Source: an optimization exercise on an open RTL-to-GDS flow (aim: a short achievable clock period and few clock cycles). Production flows keep margins and buffers that such runs may drop. RTL that was checked went through simulation tests only; none was proved equivalent to the original. No activity file was given, so power comes from the tool's default toggle rates.

==> inputs of trial 89 <==
## datapath
module datapath (
    input clk,
    input rst,
    input [31:0] inst,
    input [31:0] l_data,
    output [31:0] addr_inst,
    output reg [31:0] addr_data,
    output reg [31:0] s_data,
    output reg mem_rw,
    output reg [3:0] mem_be
);
==> flow/config.mk <==
export PLATFORM = sky130hd
export DESIGN_NAME = datapath
export DESIGN_NICKNAME = datapath
export VERILOG_FILES = /design/flow/design.v
export SDC_FILE = /design/flow/constraint.sdc
export NUM_CORES = 8
export LEC_CHECK = 0
export CAP_MARGIN = 20
export CELL_PAD_IN_SITES_DETAIL_PLACEMENT = 1
export CELL_PAD_IN_SITES_GLOBAL_PLACEMENT = 2
export CORE_MARGIN = 2
export CORE_UTILIZATION = 20
export GPL_ROUTABILITY_DRIVEN = 1
export PLACE_DENSITY = 0.4
export SLEW_MARGIN = 20
==> flow/constraint.sdc <==
create_clock -name core_clock -period 10.0 [get_ports {clk}]
set_input_delay 2.0000 -clock core_clock [delete_from_list [all_inputs] [get_ports {clk}]]
set_output_delay 2.0000 -clock core_clock [all_outputs]
set_load 0.01 [all_outputs]
standard.sh (not shown) runs the stock make flow with config.mk's settings and CLKGATE_MAP_FILE= SYNTH_SCRIPT=/design/flow/synth_recipe.tcl, a recipe that flattens the netlist after the stock synthesis.
==> flow/flow/run.sh <==
#!/bin/bash
set -euo pipefail
MARGIN=${MARGIN:-7}
if [[ -f flow/margin.txt ]]; then MARGIN=$(cat flow/margin.txt); fi
bash standard.sh SETUP_SLACK_MARGIN=$MARGIN finish > standard.log 2>&1
==> flow/flow/margin.txt <==
7
==> trial 44 (differences from trial 89) <==
--- a/flow/design.v
+++ b/flow/design.v
@@ -1,54 +1,71 @@
 `timescale 1ns / 1ps
 module regs (
     input clk,
     input rst,
-    input [4:0] AddrA,
-    input [4:0] AddrB,
-    input [4:0] AddrC,
-    input [4:0] AddrE,
+    input [31:0] SelA,
+    input [31:0] SelB,
+    input [31:0] SelC,
+    input [31:0] SelE,
     input [4:0] AddrD,
     input RegWEn,
     input [31:0] DataD,
     output [31:0] DataA,
     output [31:0] DataB,
     output [31:0] DataC,
     output [31:0] DataE
 );
   wire [31:0] rv[0:31];
   assign rv[0] = 32'h00000000;
-  assign DataA = rv[AddrA];
-  assign DataB = rv[AddrB];
-  assign DataC = rv[AddrC];
-  assign DataE = rv[AddrE];
+  wire [31:0] ta[0:31];
+  wire [31:0] tb[0:31];
+  wire [31:0] tc[0:31];
+  wire [31:0] te[0:31];
+  assign ta[0] = 32'h00000000;
+  assign tb[0] = 32'h00000000;
+  assign tc[0] = 32'h00000000;
+  assign te[0] = 32'h00000000;
   genvar i;
   generate
     for (i = 1; i < 32; i = i + 1) begin : g_reg
       reg [31:0] r;
       assign rv[i] = r;
+      assign ta[i] = ta[i-1] | ({32{SelA[i]}} & r);
+      assign tb[i] = tb[i-1] | ({32{SelB[i]}} & r);
+      assign tc[i] = tc[i-1] | ({32{SelC[i]}} & r);
+      assign te[i] = te[i-1] | ({32{SelE[i]}} & r);
       always @(posedge clk) begin
         if (rst) begin
           r <= (i == 1) ? 32'h00010ffc : ((i == 2 || i == 8) ? 32'h00010054 : 32'h00000000);
         end else if (RegWEn && AddrD == i) begin
           r <= DataD;
         end
       end
     end
   endgenerate
+  assign DataA = ta[31];
+  assign DataB = tb[31];
+  assign DataC = tc[31];
+  assign DataE = te[31];
 endmodule
 `timescale 1ns / 1ps
 module alu (
     input [31:0] a_r,
     input [31:0] b_r,
     input [31:0] m,
     input fa,
     input fb,
     input [31:0] link,
-    input s_add,
-    input s_sub,
+    input sa_ab,
+    input sa_mb,
+    input sa_am,
+    input sa_mm,
+    input ss_ab,
+    input ss_mb,
+    input ss_am,
     input s_xor,
     input s_or,
     input s_and,
     input s_sll,
     input s_srl,
     input s_sra,
     input s_slt,
@@ -68,20 +85,21 @@
   wire [31:0] sum_am = a_r + m;
   wire [31:0] sum_mm = {m[30:0], 1'b0};
   wire [31:0] dif_ab = a_r - b_r;
   wire [31:0] dif_mb = m - b_r;
   wire [31:0] dif_am = a_r - m;
   assign sum = ({32{k_ab}} & sum_ab) | ({32{k_mb}} & sum_mb) | ({32{k_am}} & sum_am) |
                ({32{k_mm}} & sum_mm);
-  wire [31:0] diff = ({32{k_ab}} & dif_ab) | ({32{k_mb}} & dif_mb) | ({32{k_am}} & dif_am);
   wire [4:0] sh = b[4:0];
   wire [31:0] sll = a << sh;
   wire [31:0] srl = a >> sh;
   wire [31:0] sra = $signed(a) >>> sh;
-  assign res = ({32{s_add}} & sum) | ({32{s_sub}} & diff) | ({32{s_xor}} & (a ^ b)) |
+  assign res = ({32{sa_ab}} & sum_ab) | ({32{sa_mb}} & sum_mb) | ({32{sa_am}} & sum_am) |
+               ({32{sa_mm}} & sum_mm) | ({32{ss_ab}} & dif_ab) | ({32{ss_mb}} & dif_mb) |
+               ({32{ss_am}} & dif_am) | ({32{s_xor}} & (a ^ b)) |
                ({32{s_or}} & (a | b)) | ({32{s_and}} & (a & b)) | ({32{s_sll}} & sll) |
                ({32{s_srl}} & srl) | ({32{s_sra}} & sra) | ({32{s_slt}} & {31'b0, lt}) |
                ({32{s_link}} & link);
 endmodule
 `timescale 1ns / 1ps
 module datapath (
     input clk,
@@ -98,14 +116,17 @@
   localparam IB = 3;
   localparam NB = 1 << IB;
   localparam TW = 6;
   localparam TL = IB + 2;
   localparam TH = TL + TW - 1;
   localparam ALT_ALL = 1;
   wire mis;               
+  reg jv_q, jpt_q;
+  reg [31:2] jr_q, jr1_q, jptgt_q;
+  wire jfail = jv_q & !(jpt_q & (jr_q == jptgt_q));
   wire mis_d;             
   wire [31:2] redirect;   
   wire [31:2] redirect1;  
   wire stall;             
   wire split;             
   wire e_ldst_w;          
   wire use_alt;           
@@ -199,14 +220,22 @@
       pc_f <= START[31:2];
       pcf1 <= START[31:2] + 30'd1;
     end else begin
       pc_f <= pc_n;
       pcf1 <= pc_n1;
     end
   end
+  function automatic [31:0] onehot(input [4:0] r);
+    onehot = 32'd1 << r;
+  endfunction
+  wire [31:0] oh_i1 = onehot(inst[19:15]);
+  wire [31:0] oh_i2 = onehot(inst[24:20]);
+  wire [31:0] oh_l1 = onehot(l_data[19:15]);
+  wire [31:0] oh_l2 = onehot(l_data[24:20]);
+  reg [31:0] s1_d, s2_d, s1b_d, s2b_d;
   reg v_d, f_d;
   reg [31:0] inst_d, inst1_d;
   reg [31:2] pc_d, pc1_d;
   reg pt_d, hit_d, pt1_d, hit1_d;
   reg [1:0] ctr_d, ctr1_d;
   reg [31:2] ptgt_d, ptgt1_d;
   always @(posedge clk) begin
@@ -218,46 +247,56 @@
       f_d <= 1'b0;
     end else if (!stall) begin
       v_d <= 1'b1;
       f_d <= split | f_pair;
     end
     if (mis_d) begin
       inst_d <= l_data;
+      s1_d <= oh_l1;
+      s2_d <= oh_l2;
       pc_d <= alt_e;
       pt_d <= ac_pt;
       hit_d <= ac_hit;
       ctr_d <= ac_ctr;
       ptgt_d <= ac_tgt;
     end else if (!stall) begin
       if (split) begin
         inst_d <= inst1_d;
+        s1_d <= s1b_d;
+        s2_d <= s2b_d;
         pc_d <= pc1_d;
         pt_d <= pt1_d;
         hit_d <= hit1_d;
         ctr_d <= ctr1_d;
         ptgt_d <= ptgt1_d;
       end else begin
         inst_d <= inst;
+        s1_d <= oh_i1;
+        s2_d <= oh_i2;
         pc_d <= pc_f;
         pt_d <= fa_pt;
         hit_d <= fa_hit;
         ctr_d <= fa_ctr;
         ptgt_d <= fa_tgt;
       end
     end
     if (!stall) begin
       if (split) begin
         inst1_d <= inst;
+        s1b_d <= oh_i1;
+        s2b_d <= oh_i2;
         pc1_d <= pc_f;
         pt1_d <= fa_pt;
         hit1_d <= fa_hit;
         ctr1_d <= fa_ctr;
         ptgt1_d <= fa_tgt;
       end else begin
         inst1_d <= l_data;
+        s1b_d <= oh_l1;
+        s2b_d <= oh_l2;
         pc1_d <= pcf1;
         pt1_d <= fb_pt;
         hit1_d <= fb_hit;
         ctr1_d <= fb_ctr;
         ptgt1_d <= fb_tgt;
       end
     end
@@ -303,18 +342,18 @@
   wire m_wen;
   wire [4:0] m_rd_w;
   wire [31:0] m_wdata;
   wire [31:0] rf_a, rf_b, rf_c, rf_e;
   regs my_regs (
       .clk(clk),
       .rst(rst),
-      .AddrA(d_rs1),
-      .AddrB(d_rs2),
-      .AddrC(d1_rs1),
-      .AddrE(d1_rs2),
+      .SelA(s1_d),
+      .SelB(s2_d),
+      .SelC(s1b_d),
+      .SelE(s2b_d),
       .AddrD(m_rd_w),
       .RegWEn(m_wen),
       .DataD(m_wdata),
       .DataA(rf_a),
       .DataB(rf_b),
       .DataC(rf_c),
       .DataE(rf_e)
@@ -346,94 +385,101 @@
   wire hm2 = m_ldw & (rd_m == d_rs2) & d_use2;
   wire hmp = m_ldw & (rd_m == d1_rs1);
   wire hmq = m_ldw & (rd_m == d1_rs2);
   assign stall = v_d & ((e_ld & (hz1 | hz2 | (pair & (hzp | hzq)))) |
                         hm1 | hm2 | (pair & (hmp | hmq)));
   wire [31:2] d_pc1 = pc_d + 30'd1;
   wire [31:2] d_cpc = pair ? pc1_d : pc_d;
-  wire [31:2] d_cnxt = d_cpc + 30'd1;
-  wire [31:2] d_cnxt1 = d_cpc + 30'd2;
+  wire [31:2] d_pc2 = pc_d + 30'd2;
+  wire [31:2] d1_pc1 = pc1_d + 30'd1;
+  wire [31:2] d1_pc2 = pc1_d + 30'd2;
+  wire [31:2] d_cnxt = ({30{pair}} & d1_pc1) | ({30{!pair}} & d_pc1);
+  wire [31:2] d_cnxt1 = ({30{pair}} & d1_pc2) | ({30{!pair}} & d_pc2);
   wire d_cpt = pair ? pt1_d : pt_d;
   wire [1:0] d_cctr = pair ? ctr1_d : ctr_d;
   wire [31:2] d_tb = pc_d + imm_b[31:2];
   wire [31:2] d_tj = pc_d + imm_j[31:2];
   wire [31:2] d_t1 = pc1_d + imm_b1[31:2];
   wire [31:1] d_tb1 = {pc_d, 1'b1} + {imm_b[31:2], 1'b1};
   wire [31:1] d_tj1 = {pc_d, 1'b1} + {imm_j[31:2], 1'b1};
   wire [31:1] d_t11 = {pc1_d, 1'b1} + {imm_b1[31:2], 1'b1};
   wire d_st1 = pair;
   wire d_stj = !pair & d_jal;
   wire d_stb = !pair & !d_jal;
   wire [31:2] d_ctgt = ({30{d_stb}} & d_tb) | ({30{d_stj}} & d_tj) | ({30{d_st1}} & d_t1);
   wire [31:2] d_altpc = d_cpt ? d_cnxt : d_ctgt;
-  wire [31:0] d_jchk = {ptgt_d, 2'b00} - imm_i;
   reg [31:0] a_e, b_e, b4_e, c_e, p_e, q_e, link_e;
   reg fa_e, fb_e, fc_e, fp_e, fq_e;
-  reg s_add_e, s_sub_e, s_xor_e, s_or_e, s_and_e, s_sll_e, s_srl_e, s_sra_e, s_slt_e, s_link_e;
+  reg sa_ab_e, sa_mb_e, sa_am_e, sa_mm_e, ss_ab_e, ss_mb_e, ss_am_e, s_xor_e, s_or_e, s_and_e, s_sll_e, s_srl_e, s_sra_e, s_slt_e, s_link_e;
   reg un_e, unb_e;
   reg e_st, e_ldst;
   reg [2:0] f3_e;
   reg c_br, c_jal, c_jalr, c_ctrl, c_misc, c_pt, c_hit;
   reg [1:0] c_ctr;
   reg [2:0] c_f3;
   reg [31:2] c_pc, c_nxt, c_ptgt;
   reg [31:2] tb_e, tj_e, t1_e, tb1_e, tj1_e, t11_e, c_nxt1;
   reg k_pq, k_mq, k_pm, k_mm;
-  reg jk_p, jk_m;
+  reg jk_e;
   reg c_jal_v, c_misc_v, c_x, c_ltsel, c_bj;
   reg sel_tb, sel_tj, sel_t1;
   wire d_go = v_d & !stall & !mis;
   wire d_altf = d_go & (pair | d_br | (d_jal & !pt_d)) & !e_ldst &
                 (ALT_ALL ? 1'b1 : (d_cctr == 2'b01 || d_cctr == 2'b10));
   wire d_slt = (d_op | d_opi) & (d_f3 == 3'b010 || d_f3 == 3'b011);
+  wire d_sadd = ((d_op & !d_alt) | d_opi) & (d_f3 == 3'b000) | d_lui | d_auipc;
+  wire d_ssub = d_op & d_alt & (d_f3 == 3'b000);
   always @(posedge clk) begin
     if (rst) begin
       v_e <= 1'b0;
       e_wen <= 1'b0;
       e_ld <= 1'b0;
       e_ldst <= 1'b0;
       altf_e <= 1'b0;
       k_pq <= 1'b0;
       k_mq <= 1'b0;
       k_pm <= 1'b0;
       k_mm <= 1'b0;
-      jk_p <= 1'b0;
-      jk_m <= 1'b0;
+      jk_e <= 1'b0;
       c_jal_v <= 1'b0;
       c_misc_v <= 1'b0;
     end else begin
       k_pq <= d_go & (pair | d_br) & !(pair ? hzp : hz1) & !(pair ? hzq : hz2);
       k_mq <= d_go & (pair | d_br) & (pair ? hzp : hz1) & !(pair ? hzq : hz2);
       k_pm <= d_go & (pair | d_br) & !(pair ? hzp : hz1) & (pair ? hzq : hz2);
       k_mm <= d_go & (pair | d_br) & (pair ? hzp : hz1) & (pair ? hzq : hz2);
-      jk_p <= d_go & !pair & d_jalr & !hz1;
-      jk_m <= d_go & !pair & d_jalr & hz1;
+      jk_e <= d_go & !pair & d_jalr;
       c_jal_v <= d_go & !pair & d_jal;
       c_misc_v <= d_go & !pair & !d_ctrl & pt_d;
       altf_e <= d_altf;
       v_e <= d_go;
       e_wen <= d_go & d_wen;
       e_ld <= d_go & d_ld;
       e_ldst <= d_go & (d_ld | (d_st & d_st_ok));
     end
     e_rd <= d_rd;
     a_e <= d_lui ? 32'h00000000 : (d_auipc ? {pc_d, 2'b00} : d_v1);
     b_e <= d_op ? d_v2 : (d_st ? imm_s : ((d_lui | d_auipc) ? imm_u : imm_i));
     b4_e <= imm_i + 32'd4;
     c_e <= d_opi ? imm_i : d_v2;
     p_e <= pair ? d1_v1 : d_v1;
-    q_e <= pair ? d1_v2 : (d_jalr ? d_jchk : d_v2);
+    q_e <= pair ? d1_v2 : d_v2;
     link_e <= {d_pc1, 2'b00};
     fa_e <= hz1;
     fb_e <= hz2 & d_op;
     fc_e <= hz2;
     fp_e <= pair ? hzp : hz1;
     fq_e <= pair ? hzq : hz2;
-    s_add_e <= ((d_op & !d_alt) | d_opi) & (d_f3 == 3'b000) | d_lui | d_auipc;
-    s_sub_e <= d_op & d_alt & (d_f3 == 3'b000);
+    sa_ab_e <= d_sadd & !hz1 & !(hz2 & d_op);
+    sa_mb_e <= d_sadd & hz1 & !(hz2 & d_op);
+    sa_am_e <= d_sadd & !hz1 & (hz2 & d_op);
+    sa_mm_e <= d_sadd & hz1 & (hz2 & d_op);
+    ss_ab_e <= d_ssub & !hz1 & !hz2;
+    ss_mb_e <= d_ssub & hz1 & !hz2;
+    ss_am_e <= d_ssub & !hz1 & hz2;
     s_xor_e <= (d_op | d_opi) & (d_f3 == 3'b100);
     s_or_e <= (d_op | d_opi) & (d_f3 == 3'b110);
     s_and_e <= (d_op | d_opi) & (d_f3 == 3'b111);
     s_sll_e <= (d_op | d_opi) & (d_f3 == 3'b001);
     s_srl_e <= (d_op | d_opi) & (d_f3 == 3'b101) & !d_alt;
     s_sra_e <= (d_op | d_opi) & (d_f3 == 3'b101) & d_alt;
     s_slt_e <= d_slt;
@@ -495,16 +541,21 @@
   alu my_alu (
       .a_r(a_e),
       .b_r(b_e),
       .m(res_m),
       .fa(fa_e),
       .fb(fb_e),
       .link(link_e),
-      .s_add(s_add_e),
-      .s_sub(s_sub_e),
+      .sa_ab(sa_ab_e),
+      .sa_mb(sa_mb_e),
+      .sa_am(sa_am_e),
+      .sa_mm(sa_mm_e),
+      .ss_ab(ss_ab_e),
+      .ss_mb(ss_mb_e),
+      .ss_am(ss_am_e),
       .s_xor(s_xor_e),
       .s_or(s_or_e),
       .s_and(s_and_e),
       .s_sll(s_sll_e),
       .s_srl(s_srl_e),
       .s_sra(s_sra_e),
       .s_slt(s_slt_e),
@@ -514,55 +565,54 @@
       .res(e_res)
   );
   wire br_cond = c_f3[2] ? b_lt : b_eq;
   wire br_taken = br_cond ^ c_f3[0];
   wire act_taken = c_br ? br_taken : (c_jal | c_jalr);
   wire bad = c_ptgt != c_tgt;
   wire mtk = !c_pt | bad;
-  assign use_alt = altf_e & !(c_pt & bad);
+  assign use_alt = altf_e & !(c_pt & bad) & !jfail;
   wire mis_bad = v_e & c_pt & bad & c_bj;
-  wire jmis = (jk_p & !(c_pt & eq_pq)) | (jk_m & !(c_pt & eq_mq));
   wire cond_pq = c_ltsel ? bl_pq : eq_pq;
   wire cond_mq = c_ltsel ? bl_mq : eq_mq;
   wire cond_pm = c_ltsel ? bl_pm : eq_pm;
   wire cond_mm = !c_ltsel;
   wire mis_br = (k_pq & (cond_pq ^ c_x)) | (k_mq & (cond_mq ^ c_x)) | (k_pm & (cond_pm ^ c_x)) |
                 (k_mm & (cond_mm ^ c_x));
   assign mis_d = mis_br | (c_jal_v & !c_pt) | mis_bad;
-  assign mis = mis_d | jmis | c_misc_v | jredir_q;
+  assign mis = mis_d | c_misc_v | jfail;
   wire [31:2] c_tgt1 = ({30{sel_tb}} & tb1_e) | ({30{sel_tj}} & tj1_e) | ({30{sel_t1}} & t11_e);
-  reg jredir_q;
-  reg [31:2] jr_q, jr1_q;
+  wire bad_ctl = bad & c_bj;
+  assign redirect = jfail ? jr_q : (c_pt ? (bad_ctl ? c_pc : c_nxt) : c_tgt);
+  assign redirect1 = jfail ? jr1_q : (c_pt ? (bad_ctl ? c_nxt : c_nxt1) : c_tgt1);
+  assign upd = v_e & c_ctrl & (act_taken | c_hit) & !jfail;
   always @(posedge clk) begin
-    if (rst) jredir_q <= 1'b0;
-    else jredir_q <= jmis;
+    if (rst) jv_q <= 1'b0;
+    else jv_q <= jk_e & !jfail;
+    jpt_q <= c_pt;
+    jptgt_q <= c_ptgt;
     jr_q <= e_sum[31:2];
     jr1_q <= e_sum4[31:2];
   end
-  wire bad_ctl = bad & c_bj;
-  assign redirect = jredir_q ? jr_q : (c_pt ? (bad_ctl ? c_pc : c_nxt) : c_tgt);
-  assign redirect1 = jredir_q ? jr1_q : (c_pt ? (bad_ctl ? c_nxt : c_nxt1) : c_tgt1);
-  assign upd = v_e & c_ctrl & (act_taken | c_hit);
   assign upd_idx = c_pc[TL-1:2];
   assign upd_tag = c_pc[TH:TL];
   assign upd_tgt = c_jalr ? e_sum[31:2] : c_tgt;
   assign upd_ctr = act_taken ? (c_hit ? ((c_ctr == 2'b11) ? 2'b11 : c_ctr + 2'b01) : 2'b10) :
                                ((c_ctr == 2'b00) ? 2'b00 : c_ctr - 2'b01);
   assign e_ldst_w = e_ldst;
   reg [2:0] f3_m;
   always @(posedge clk) begin
     if (rst) begin
       wen_m <= 1'b0;
       ld_m <= 1'b0;
       mem_rw <= 1'b0;
       s1v <= 1'b0;
     end else begin
-      wen_m <= e_wen;
-      ld_m <= e_ld;
-      mem_rw <= v_e & e_st;
+      wen_m <= e_wen & !jfail;
+      ld_m <= e_ld & !jfail;
+      mem_rw <= v_e & e_st & !jfail;
       s1v <= !e_ldst & !d_altf;
     end
     rd_m <= e_rd;
     f3_m <= f3_e;
     res_m <= e_res;
     addr_data <= e_ldst ? e_sum : (d_altf ? {d_altpc, 2'b00} : {pc_n1, 2'b00});
     s_data <= (f3_e[1:0] == 2'b00) ? {4{ec[7:0]}} : ((f3_e[1:0] == 2'b01) ? {2{ec[15:0]}} : ec);
==> flow/flow/run.sh (replaced) <==
#!/bin/bash
set -euo pipefail
MARGIN=7
if [[ -f flow/margin.txt ]]; then MARGIN=$(cat flow/margin.txt); fi
EXTRA=()
if [[ -f flow/extra.txt ]]; then read -r -a EXTRA < flow/extra.txt; fi
bash standard.sh SETUP_SLACK_MARGIN=$MARGIN "${EXTRA[@]}" finish > standard.log 2>&1
==> notes <==
- Trial 44 finished but fails on antenna violations. Trial 89 ran to the end with no violations.
- In trial 44 the final cell count is larger than in trial 89, by 1.5%.
- Between trial 89 and trial 44, the lower utilization is in trial 44 (gap 0.35 points).
- In trial 89 the worst setup slack is worse than in trial 44, by 0.21 ns.
- In trial 89 the hold slack is worse than in trial 44, by 0.0014 ns.
- Cell area: trial 44 is higher than trial 89 (about 2.3%).
- Between trial 89 and trial 44, the lower clock-buffer cell count is in trial 89 (gap 35).
- Against trial 44, the global-route usage of trial 89 is higher by 1.4 points.
- Of trial 44 and trial 89, trial 44 has the higher flip-flop and latch count (gap 159).
- Of trial 89 and trial 44, trial 44 has the higher synthesized cell count (gap 0.89%, measured against trial 44).
==> figures <==
quantity	trial 89	trial 44
Result of the run	complete, no violations	finished with violations
Violated checks	-	antenna violations
Critical path startpoint	inst_d[22]	sel_tb
Multi-input combinational cell count	15.1k	15.1k
Critical path required time	10.94 ns	10.85 ns
Count of different cell masters after synthesis	106	103
Total combinational power	14.5 mW	11.7 mW
Pre-CTS setup slack	3.46 ns	3.55 ns
Capture point of the worst path	b_e[19]	s2_d[6]
Number of synthesized flops with an enable pin	734	858
Reg2Reg Capture Point	b_e[19]	s2_d[6]
Share of the synthesized area in the top cell type	23.5%	23.2%
Sequential Power	12.9 mW	13.7 mW
Headroom to the max-slew limit	9.19%	4.81%
Setup Skew	0.103 ns	0.0997 ns
Final period utilization	46.0%	43.9%
Number of clock sinks	2670	2829
Overall power after layout	41.7 mW	40.6 mW
Transition time at the pin with the least slew margin	1.36 ns	1.41 ns
Half-perimeter wire length of the detailed placement result	1120000 um	1090000 um
DR WL met3	191000 um	139000 um
Testbench counts of trial 44, summed over its fixed seeds: cycles 375,094.
Function not checked in trial 89: the RTL went through the layout flow alone.

==> separate check: timing with driven ports <==
How much do the figures lean on ideal ports? The routed layouts below were timed once more, with nothing changed but the port constraints.
Step 1, drivers: a clkbuf_16 drives clk and a buf_2 each remaining input, both assumed.
Step 2 also shifts input and output timing later by t, the mid clock arrival at the registers, as if the neighbouring blocks saw the same clock.
Three values: ideal ports, drivers, drivers and shift; two values: the first two.
run | t, ns | setup slack, ns | worst setup path after step 2 | worst register clock-pin slew, ns
trial 89 | 1.217 | 5.400 / 5.400 / 5.400 | register to register | 0.08 / 0.08
trial 44 | 1.217 | 5.614 / 5.614 / 5.262 | input to register | 0.07 / 0.07
For trial 44, which loses most, drivers alone change the setup slack by 0.000 ns; drivers and shift together by -0.352 ns.
